Background: an optimization exercise with open tools, aiming at small area, a short achievable clock period and few clock cycles. Do not read the settings as production practice.
At most, simulation tests tie the RTL to the original design; equivalence was not proved.

run 1:
==> flow/design.v (excerpt) <==
module expr_unit(
  input clk,
  input rst,
  input start,
  input [31:0] i1,
  input [31:0] i2,
  input [31:0] i3,
  output op_ready,
  output done,
  output [31:0] result
);
For scale: roughly 3100 cells after synthesis, ~140 flip-flops, roughly 19000 um2 of cells after synthesis.
==> flow/config.mk <==
export PLATFORM = sky130hd
export DESIGN_NAME = expr_unit
export DESIGN_NICKNAME = expr_unit
export VERILOG_FILES = /design/flow/design.v
export SDC_FILE = /design/flow/constraint.sdc
export NUM_CORES = 4
export LEC_CHECK = 0
export ABC_AREA = 1
export CAP_MARGIN = 20
export CORE_MARGIN = 2
export CORE_UTILIZATION = 40
export SLEW_MARGIN = 20
==> flow/constraint.sdc <==
create_clock -name core_clock -period 90.0 [get_ports {clk}]
set_input_delay 18.0000 -clock core_clock [delete_from_list [all_inputs] [get_ports {clk}]]
set_output_delay 18.0000 -clock core_clock [all_outputs]
set_load 0.01 [all_outputs]
standard.sh (not shown) runs the stock make flow with config.mk's settings and CLKGATE_MAP_FILE= SYNTH_SCRIPT=/design/flow/synth_recipe.tcl, a recipe that flattens the netlist after the stock synthesis.
==> flow/flow/run.sh <==
#!/bin/bash
# The standard layout, except that the port buffers the standard flow's flow inserts are
# sky130_fd_sc_hd__buf_1 instead of the delay buffer buffer_ports picks by
# default. Every port still gets its buffer.
set -euo pipefail
bash standard.sh "BUFFER_PORTS_ARGS=-buffer_cell sky130_fd_sc_hd__buf_1" finish > standard.log 2>&1
Run 1 finished every stage and its layout cleared the timing, DRC and antenna checks.
Testbench counts of run 1, summed over its fixed seeds: cycles 2,756.
Modified inputs, run 2 compared to run 1
- setting CTS_CLUSTER_SIZE to 80 for the first time
- setting CTS_CLUSTER_DIAMETER to 200 for the first time
Notes after the runs:
- As far as final net count goes, run 2 and run 1 are indistinguishable; the numbers are identical.
- Re number of instances in the synthesized netlist: no difference whatsoever between run 2 and run 1.
- For sequential share of layout area, run 2 and run 1 come out practically identical.
- Reported for run 2 and run 1, synthesized-area fraction occupied by ao, oa, aoi and oai cells turned out identical to the last digit.
- Compared with run 1, in run 2 die outline area level, wire length per cell after detailed routing closely matched the old numbers, wire length comparable.
- Run 1 -> run 2: layout-stage area growth over the synthesis result delta 0, exact match
- Per the comparison of run 2 with run 1, number of sequential cells flat, achievable clock frequency flat.
Here is what was changed in the inputs of run 3 compared with run 2.
- removing CTS_CLUSTER_SIZE (formerly 80)
- removing CTS_CLUSTER_DIAMETER (formerly 200)
==> flow/flow/run.sh <==
#!/bin/bash
# The standard layout with two changes to how it is made:
# - the port buffers are sky130_fd_sc_hd__buf_1 instead of the delay buffer
#   buffer_ports picks by default (every port still gets its buffer);
# - timing repair aims for 70.7 ns of setup slack at the design's 90 ns
#   clock, so it also speeds up paths that already meet 90 ns.
set -euo pipefail
bash standard.sh "BUFFER_PORTS_ARGS=-buffer_cell sky130_fd_sc_hd__buf_1" \
  SETUP_SLACK_MARGIN=70.7 finish > standard.log 2>&1
## What came out
In terms of final design area excluding fillers, run 2 and run 3 differ only marginally.
Clock period minus final worst setup slack down 64 ps in run 3 wrt run 2
In terms of layout-stage area growth over the synthesis result, run 3 and run 2 differ only marginally.

* * *

AL:
expr_unit, a different RTL version from the one above (not shown whole).
For scale: roughly 3000 cells after synthesis, about 110 flip-flops, roughly 130 I/O pins.
==> flow/config.mk <==
export PLATFORM = sky130hd
export DESIGN_NAME = expr_unit
export DESIGN_NICKNAME = expr_unit
export VERILOG_FILES = /design/flow/design.v
export SDC_FILE = /design/flow/constraint.sdc
export NUM_CORES = 4
export LEC_CHECK = 0
export ABC_AREA = 1
export CAP_MARGIN = 20
export CORE_MARGIN = 2
export CORE_UTILIZATION = 55
export SLEW_MARGIN = 20
==> flow/constraint.sdc <==
create_clock -name core_clock -period 90.0 [get_ports {clk}]
set_input_delay 18.0000 -clock core_clock [delete_from_list [all_inputs] [get_ports {clk}]]
set_output_delay 18.0000 -clock core_clock [all_outputs]
set_load 0.01 [all_outputs]
==> flow/flow/run.sh <==
#!/bin/bash
# The standard layout with two changes to how it is made:
# - the port buffers are sky130_fd_sc_hd__buf_1 instead of the delay buffer
#   buffer_ports picks by default (every port still gets its buffer);
# - timing repair aims for 70.7 ns of setup slack at the design's 90 ns
#   clock, so it also speeds up paths that already meet 90 ns.
set -euo pipefail
bash standard.sh "BUFFER_PORTS_ARGS=-buffer_cell sky130_fd_sc_hd__buf_1" \
  SETUP_SLACK_MARGIN=70.7 finish > standard.log 2>&1
Testbench counts of AL, summed over its fixed seeds: cycles 2,756.
[inputs] JK vs AL
Settings: CORE_UTILIZATION: 55 -> 40.
[summary]
AL → JK: number of placed cells counting well taps picked up an extra 164; worst slack at placement moved up; horizontal extent of the die saw an increase.
AL ended up with fewer cell instances than JK did.
~same via count of the first global-routing pass in JK and AL
| final area | JK vs AL | worse |

* * *

## north
RTL: one of the versions met above, not the one the previous note started from.
For scale: roughly 3100 cells after synthesis, about 140 flip-flops, ~19000 um^2 of cells after synthesis.
==> flow/config.mk <==
export PLATFORM = sky130hd
export DESIGN_NAME = expr_unit
export DESIGN_NICKNAME = expr_unit
export VERILOG_FILES = /design/flow/design.v
export SDC_FILE = /design/flow/constraint.sdc
export NUM_CORES = 4
export LEC_CHECK = 0
export ABC_AREA = 1
export CAP_MARGIN = 20
export CORE_MARGIN = 2
export CORE_UTILIZATION = 40
export CTS_BUF_LIST = sky130_fd_sc_hd__clkbuf_8
export SLEW_MARGIN = 20
==> flow/constraint.sdc <==
create_clock -name core_clock -period 90.0 [get_ports {clk}]
set_input_delay 18.0000 -clock core_clock [delete_from_list [all_inputs] [get_ports {clk}]]
set_output_delay 18.0000 -clock core_clock [all_outputs]
set_load 0.01 [all_outputs]
==> flow/flow/run.sh <==
#!/bin/bash
# The standard layout, except that the port buffers the standard flow's flow inserts are
# sky130_fd_sc_hd__buf_1 instead of the delay buffer buffer_ports picks by
# default. Every port still gets its buffer.
set -euo pipefail
bash standard.sh "BUFFER_PORTS_ARGS=-buffer_cell sky130_fd_sc_hd__buf_1" finish > standard.log 2>&1
Testbench counts of north, summed over its fixed seeds: cycles 2,756.
Input changes introduced in south (baseline for comparison: north):
Settings: removing CTS_BUF_LIST (formerly sky130_fd_sc_hd__clkbuf_8).
==> flow/run.sh (new file) <==
#!/bin/bash
# synth_recipe.tcl (not shown) runs the flow's synth.tcl, then flattens the netlist and writes it again
# the make line also repeats each setting of config.mk as NAME=value (left out here)
make -C /OpenROAD-flow-scripts/flow DESIGN_CONFIG=/design/flow/config.mk WORK_HOME=/design/flow/orfs CLKGATE_MAP_FILE= SYNTH_SCRIPT=/design/flow/synth_recipe.tcl finish
removed: flow/flow/run.sh
removed: flow/standard.sh
Findings:
- Area: south vs north -> south larger
- From south to north, post-synthesis compound-gate area fraction did not move at all.
- south against north: routed metal-1 wirelength saw an increase; sequential cell area share saw a decrease; first-pass GRT wire length saw an increase.
- In south, the count of clock buffers in the final design came out 1 above the value in north.
- south: number of diodes is 1 lower than what north reported.
- north -> south: setup-violating endpoint count in the final report delta 0, exact match
- Worst-case setup margin in the final layout: south < north
- Result: PASS for each of north and south
Input changes introduced in east (baseline for comparison: south):
Settings: CTS_CLUSTER_SIZE newly set to 40; CTS_CLUSTER_DIAMETER newly set to 100.
==> flow/flow/run.sh (new file) <==
#!/bin/bash
# The standard layout, except that the port buffers the standard flow's flow inserts are
# sky130_fd_sc_hd__buf_1 instead of the delay buffer buffer_ports picks by
# default. Every port still gets its buffer.
set -euo pipefail
bash standard.sh "BUFFER_PORTS_ARGS=-buffer_cell sky130_fd_sc_hd__buf_1" finish > standard.log 2>&1
==> flow/standard.sh (new file) <==
#!/bin/bash
# synth_recipe.tcl (not shown) runs the flow's synth.tcl, then flattens the netlist and writes it again
# the make line also repeats each setting of config.mk as NAME=value (left out here)
make -C /OpenROAD-flow-scripts/flow DESIGN_CONFIG=/design/flow/config.mk WORK_HOME=/design/flow/orfs CLKGATE_MAP_FILE= SYNTH_SCRIPT=/design/flow/synth_recipe.tcl "${@:-finish}"
removed: flow/run.sh
==> comparison <==
Worst-case clock skew was higher in the run labelled east. Against south as the reference, east delivers a lower wire length of the first global-routing pass. Met1 routed wirelength after detailed routing: east lower than south. Summary of east over south: sequential share of layout area shows an increase of 0.56 points.

* * *

expr_unit, a different RTL version from the one above (not shown whole).
Size in the first run: about 4300 cells after synthesis, ~130 I/O pins, about 28000 um^2 of cells after synthesis.
==> flow/config.mk <==
export PLATFORM = sky130hd
export DESIGN_NAME = expr_unit
export DESIGN_NICKNAME = expr_unit
export VERILOG_FILES = /design/flow/design.v
export SDC_FILE = /design/flow/constraint.sdc
export NUM_CORES = 4
export LEC_CHECK = 0
export ABC_AREA = 1
export CAP_MARGIN = 20
export CORE_MARGIN = 2
export CORE_UTILIZATION = 40
export SLEW_MARGIN = 20
==> flow/constraint.sdc <==
create_clock -name core_clock -period 90.0 [get_ports {clk}]
set_input_delay 18.0000 -clock core_clock [delete_from_list [all_inputs] [get_ports {clk}]]
set_output_delay 18.0000 -clock core_clock [all_outputs]
set_load 0.01 [all_outputs]
run.sh (not shown) runs the stock make flow with config.mk's settings and CLKGATE_MAP_FILE= SYNTH_SCRIPT=/design/flow/synth_recipe.tcl, a recipe that flattens the netlist after the stock synthesis.
Stock flow here: none of the scripts above is used.
The starting point ran to the end with no violations.
Change:
--- a/flow/config.mk
+++ b/flow/config.mk
@@ -11 +11,2 @@
-export CORE_UTILIZATION = 40
+export CORE_UTILIZATION = 65
+export PLACE_DENSITY = 0.8
After rerunning: The new run went through all stages and came out clean; sequential cell count stays the same; final area falls by 1.7%; count of clock-buffer cells in the layout falls by 2; via count rises by 4.1%.
No functional check of the RTL was part of any run of this note.

* * *

The RTL this note starts from:
==> flow/design.v <==
module expr_unit(
  input clk,
  input rst,
  input start,
  input [31:0] i1,
  input [31:0] i2,
  input [31:0] i3,
  output op_ready,
  output done,
  output [31:0] result
);
localparam K  = 4;                  
localparam NC = (32 + K - 1) / K;   
localparam CW = NC < 2 ? 1 : NC < 4 ? 2 : NC < 8 ? 3 : NC < 16 ? 4 : 5;
localparam DW = 31 + K;             
reg s_idle, s_pre, s_div, done_r;
reg rdy_r;             
reg [CW-1:0] cnt;      
reg [CW-1:0] cnx;      
reg [31:0] qa;         
reg [DW-1:0] ds1;      
wire [31:0] b = ds1[31:0];    
reg [31:0] res;        
assign op_ready = rdy_r;
assign done = done_r;
assign result = res;
function [31:0] carries;
  input [31:0] g_in, p_in;
  input cin;
  reg [32:0] g, p;
  integer l, i, j;
  begin
    g = {g_in, cin};
    p = {p_in, 1'b0};
    for (l = 0; l < 6; l = l + 1)
      for (i = 32; i >= 0; i = i - 1)
        if ((i >> l) & 1) begin
          j = ((i >> l) << l) - 1;
          g[i] = g[i] | (p[i] & g[j]);
          p[i] = p[i] & p[j];
        end
    carries = g[32:1];
  end
endfunction
function [32:0] add_fast;
  input [31:0] x, y;
  input cin;
  reg [31:0] c;
  begin
    c = carries(x & y, x ^ y, cin);
    add_fast = {c[31], (x ^ y) ^ {c[30:0], cin}};
  end
endfunction
function [31:0] sub_small;
  input [31:0] x, y;
  reg c;
  integer i;
  begin
    c = 1'b1;
    for (i = 0; i < 32; i = i + 1) begin
      sub_small[i] = x[i] ^ ~y[i] ^ c;
      c = (x[i] & ~y[i]) | (x[i] & c) | (~y[i] & c);
    end
  end
endfunction
function [31:0] sub_bk;
  input [31:0] x, y;
  reg [32:0] g, p, pp;
  integer l, i;
  begin
    g = {x & ~y, 1'b1};
    pp = {x ^ ~y, 1'b0};
    p = pp;
    for (l = 0; l < 6; l = l + 1)
      for (i = 0; i < 33; i = i + 1)
        if ((i + 1) % (2 << l) == 0) begin
          g[i] = g[i] | (p[i] & g[i - (1 << l)]);
          p[i] = p[i] & p[i - (1 << l)];
        end
    for (l = 4; l >= 0; l = l - 1)
      for (i = 0; i < 33; i = i + 1)
        if ((i + 1) % (2 << l) == (1 << l) && i > (1 << l)) begin
          g[i] = g[i] | (p[i] & g[i - (1 << l)]);
          p[i] = p[i] & p[i - (1 << l)];
        end
    sub_bk = pp[32:1] ^ g[31:0];
  end
endfunction
function [5:0] width;   
  input [31:0] x;
  integer i;
  begin
    width = 6'd0;
    for (i = 0; i < 32; i = i + 1) if (x[i]) width = i + 1;
  end
endfunction
function [CW-1:0] ncyc;
  input [31:0] x, d;
  reg [6:0] n;
  begin
    n = {1'b0, width(x)} - {1'b0, width(d)} + 7'd1;
    if (n[6] || n == 7'd0) ncyc = {CW{1'b0}};
    else ncyc = (n + K - 1) / K;
  end
endfunction
function [DW-1:0] align;
  input [31:0] d;
  input [CW-1:0] c;
  reg [CW-1:0] m;
  reg [DW-1:0] v;
  integer i;
  begin
    m = c - 1'b1;
    v = {{(DW-32){1'b0}}, d} << (K - 1);
    for (i = 0; i < CW; i = i + 1) if (m[i]) v = v << (K << i);
    align = v;
  end
endfunction
function [32+32+DW+K-1:0] steps;   
  input [31:0] r;
  input [DW-1:0] ds;
  reg [K-1:0] qb;
  reg [32:0] df;
  reg [31:0] df0;
  reg ovf;
  integer s;
  begin
    for (s = 0; s < K; s = s + 1) begin
      ovf = |(ds >> 32);
      df = add_fast(r, ~ds[31:0], 1'b1);
      if (s == 0) df0 = df[31:0];
      qb[K-1-s] = ~ovf & df[32];
      if (qb[K-1-s]) r = df[31:0];
      ds = ds >> 1;
    end
    steps = {df0, r, ds, qb};
  end
endfunction
function [31:0] place;
  input [CW-1:0] cnt;
  input [K-1:0] qb;
  integer j;
  begin
    for (j = 0; j < 32; j = j + 1)
      place[j] = (cnt == j / K + 1) & qb[j % K];
  end
endfunction
wire [32+32+DW+K-1:0] st = steps(qa, ds1);
wire [31:0] x1 = st[32+32+DW+K-1:32+DW+K];    
wire [31:0] st_r = st[32+DW+K-1:DW+K];
wire [DW-1:0] st_ds = st[DW+K-1:K];
wire [K-1:0] st_q = st[K-1:0];
wire [31:0] d1n = sub_bk(b, qa & ~res);
wire z1 = (d1n == 32'd0);
wire z2 = (b == 32'd0);
wire [CW-1:0] c1 = z1 ? {CW{1'b0}} : ncyc(x1, d1n);
wire [CW-1:0] c2 = z2 ? {CW{1'b0}} : ncyc(res, b);
wire first1 = c1 != 0;                  
wire go_div = first1 | (c2 != 0);
wire lastc = cnt == 1;                  
wire swap = s_div & lastc & (cnx != 0);
wire last = s_div & lastc & (cnx == 0);
wire al_d1 = s_pre & first1;
wire [DW-1:0] al = align(al_d1 ? d1n : i2, al_d1 ? c1 : (s_pre ? c2 : cnx));
wire [31:0] nbc = {~(b[31:1] & res[31:1]), ~(b[0] & res[0]) & ~(z1 & z2)};
wire [32:0] acc = add_fast(s_pre ? qa : res, s_pre ? nbc : place(cnt, st_q),
                           s_pre & ~z1 & ~z2);
always @(posedge clk or posedge rst) begin
  if (rst) begin
    s_idle <= 1'b1;
    rdy_r <= 1'b1;
    s_pre <= 1'b0;
    s_div <= 1'b0;
    done_r <= 1'b0;
  end else begin
    s_idle <= (s_idle & ~start) | (s_pre & ~go_div) | last;
    rdy_r <= (rdy_r & ~start) | (s_pre & ~go_div) | last;
    s_pre <= s_idle & start;
    s_div <= (s_pre & go_div) | (s_div & ~last);
    done_r <= (s_pre & ~go_div) | last;
  end
end
always @(posedge clk) begin
  if (s_idle) qa <= i1;
  else if (al_d1) qa <= x1;
  else if (s_pre | swap) qa <= i3;
  else qa <= st_r;
  if (s_idle) ds1 <= {{(DW-32){1'b0}}, i2};
  else if (s_pre | swap) ds1 <= al;
  else ds1 <= st_ds;
  if (s_pre) begin
    cnt <= first1 ? c1 : c2;
    cnx <= first1 ? c2 : {CW{1'b0}};
  end else if (swap) begin
    cnt <= cnx;
    cnx <= {CW{1'b0}};
  end else begin
    cnt <= cnt - 1'b1;
  end
  if (s_idle) res <= i3;
  else res <= acc[31:0];
end
endmodule
==> flow/config.mk <==
export PLATFORM = sky130hd
export DESIGN_NAME = expr_unit
export DESIGN_NICKNAME = expr_unit
export VERILOG_FILES = /design/flow/design.v
export SDC_FILE = /design/flow/constraint.sdc
export NUM_CORES = 4
export LEC_CHECK = 0
export ABC_AREA = 1
export CAP_MARGIN = 20
export CORE_MARGIN = 2
export CORE_UTILIZATION = 40
export SLEW_MARGIN = 20
==> flow/constraint.sdc <==
create_clock -name core_clock -period 90.0 [get_ports {clk}]
set_input_delay 18.0000 -clock core_clock [delete_from_list [all_inputs] [get_ports {clk}]]
set_output_delay 18.0000 -clock core_clock [all_outputs]
set_load 0.01 [all_outputs]
standard.sh (not shown) runs the stock make flow with config.mk's settings and CLKGATE_MAP_FILE= SYNTH_SCRIPT=/design/flow/synth_recipe.tcl, a recipe that flattens the netlist after the stock synthesis.
==> flow/flow/run.sh <==
#!/bin/bash
# The standard layout with two changes to how it is made:
# - the port buffers are sky130_fd_sc_hd__buf_1 instead of the delay buffer
#   buffer_ports picks by default (every port still gets its buffer);
# - timing repair aims for 71.2 ns of setup slack at the design's 90 ns
#   clock, so it also speeds up paths that already meet 90 ns.
set -euo pipefail
bash standard.sh "BUFFER_PORTS_ARGS=-buffer_cell sky130_fd_sc_hd__buf_1" \
  SETUP_SLACK_MARGIN=71.2 finish > standard.log 2>&1
Testbench counts at the start, summed over its fixed seeds: cycles 2,756.
Rerun with:
==> flow/flow/run.sh (replaced) <==
#!/bin/bash
# The standard layout, except that the port buffers the standard flow's flow inserts are
# sky130_fd_sc_hd__buf_1 instead of the delay buffer buffer_ports picks by
# default. Every port still gets its buffer.
set -euo pipefail
bash standard.sh "BUFFER_PORTS_ARGS=-buffer_cell sky130_fd_sc_hd__buf_1" finish > standard.log 2>&1
After rerunning:
- synthesized cell count stays the same
- worst setup slack is worse by 0.71 ns
Rerun with:
==> flow/flow/run.sh (replaced) <==
#!/bin/bash
# The standard layout with two changes to how it is made:
# - the port buffers are sky130_fd_sc_hd__buf_1 instead of the delay buffer
#   buffer_ports picks by default (every port still gets its buffer);
# - timing repair aims for 70.7 ns of setup slack at the design's 90 ns
#   clock, so it also speeds up paths that already meet 90 ns.
set -euo pipefail
bash standard.sh "BUFFER_PORTS_ARGS=-buffer_cell sky130_fd_sc_hd__buf_1" \
  SETUP_SLACK_MARGIN=70.7 finish > standard.log 2>&1
Area after synthesis stays the same.
Cell area is higher slightly.
Non-clock buffer count is higher by 5.
Routed wire length hardly moves.
Core utilization is higher by 0.24 points.
Synthesized cell count does not change.
Global-route usage does not change.
Rerun with:
--- a/flow/config.mk
+++ b/flow/config.mk
@@ -11,0 +12 @@
+export CTS_BUF_LIST = sky130_fd_sc_hd__clkbuf_8 sky130_fd_sc_hd__clkbuf_16
=>
- The new run produced a clean layout
- final area does not change
- cell count is unchanged
- sequential share of layout area is unchanged

[port drivers added, routing unchanged]
No port has a modelled driver above. Below, the same layouts with a new extraction and two added sets of constraints. Step 1 assumes that a clkbuf_16 drives the clock port and a buf_2 every other input. Step 2, shift: input delay + t, output delay - t, t = (earliest + latest rising clock arrival at the registers) / 2. This alone moves slack from input paths to output paths. Slacks: no drivers / after step 1 / after step 2; pairs: no drivers / after step 1.
run | shift t [ns] | setup slack, ns | cell pins on the clock port's net
run 1 | 0.558 | 70.752 / 70.698 / 71.047 | 1
run 2 | 0.558 | 70.752 / 70.698 / 71.047 | 1
run 3 | 0.560 | 70.816 / 70.763 / 71.068 | 1
AL | 0.448 | 70.880 / 70.825 / 70.652 | 1
JK | 0.443 | 70.878 / 70.824 / 70.670 | 1
north | 0.639 | 70.661 / 70.611 / 71.056 | 1
south | 0.540 | 70.362 / 70.311 / 70.755 | 1
east | 0.558 | 70.752 / 70.698 / 71.047 | 1
the first run of note 4 | 0.570 | 69.518 / 69.518 / 69.518 | 1
the second run of note 4 | 0.569 | 69.347 / 69.347 / 69.347 | 1
the first run of note 5 | 0.460 | 70.954 / 70.899 / 70.870 | 1
the second run of note 5 | 0.458 | 70.249 / 70.249 / 70.249 | 1
the third run of note 5 | 0.459 | 70.865 / 70.811 / 70.841 | 1
the fourth run of note 5 | 0.459 | 70.865 / 70.811 / 70.841 | 1
After both steps every run listed still meets setup and hold. The setup slack of AL, which loses most, moves by -0.055 ns with the drivers and by -0.228 ns with both steps.
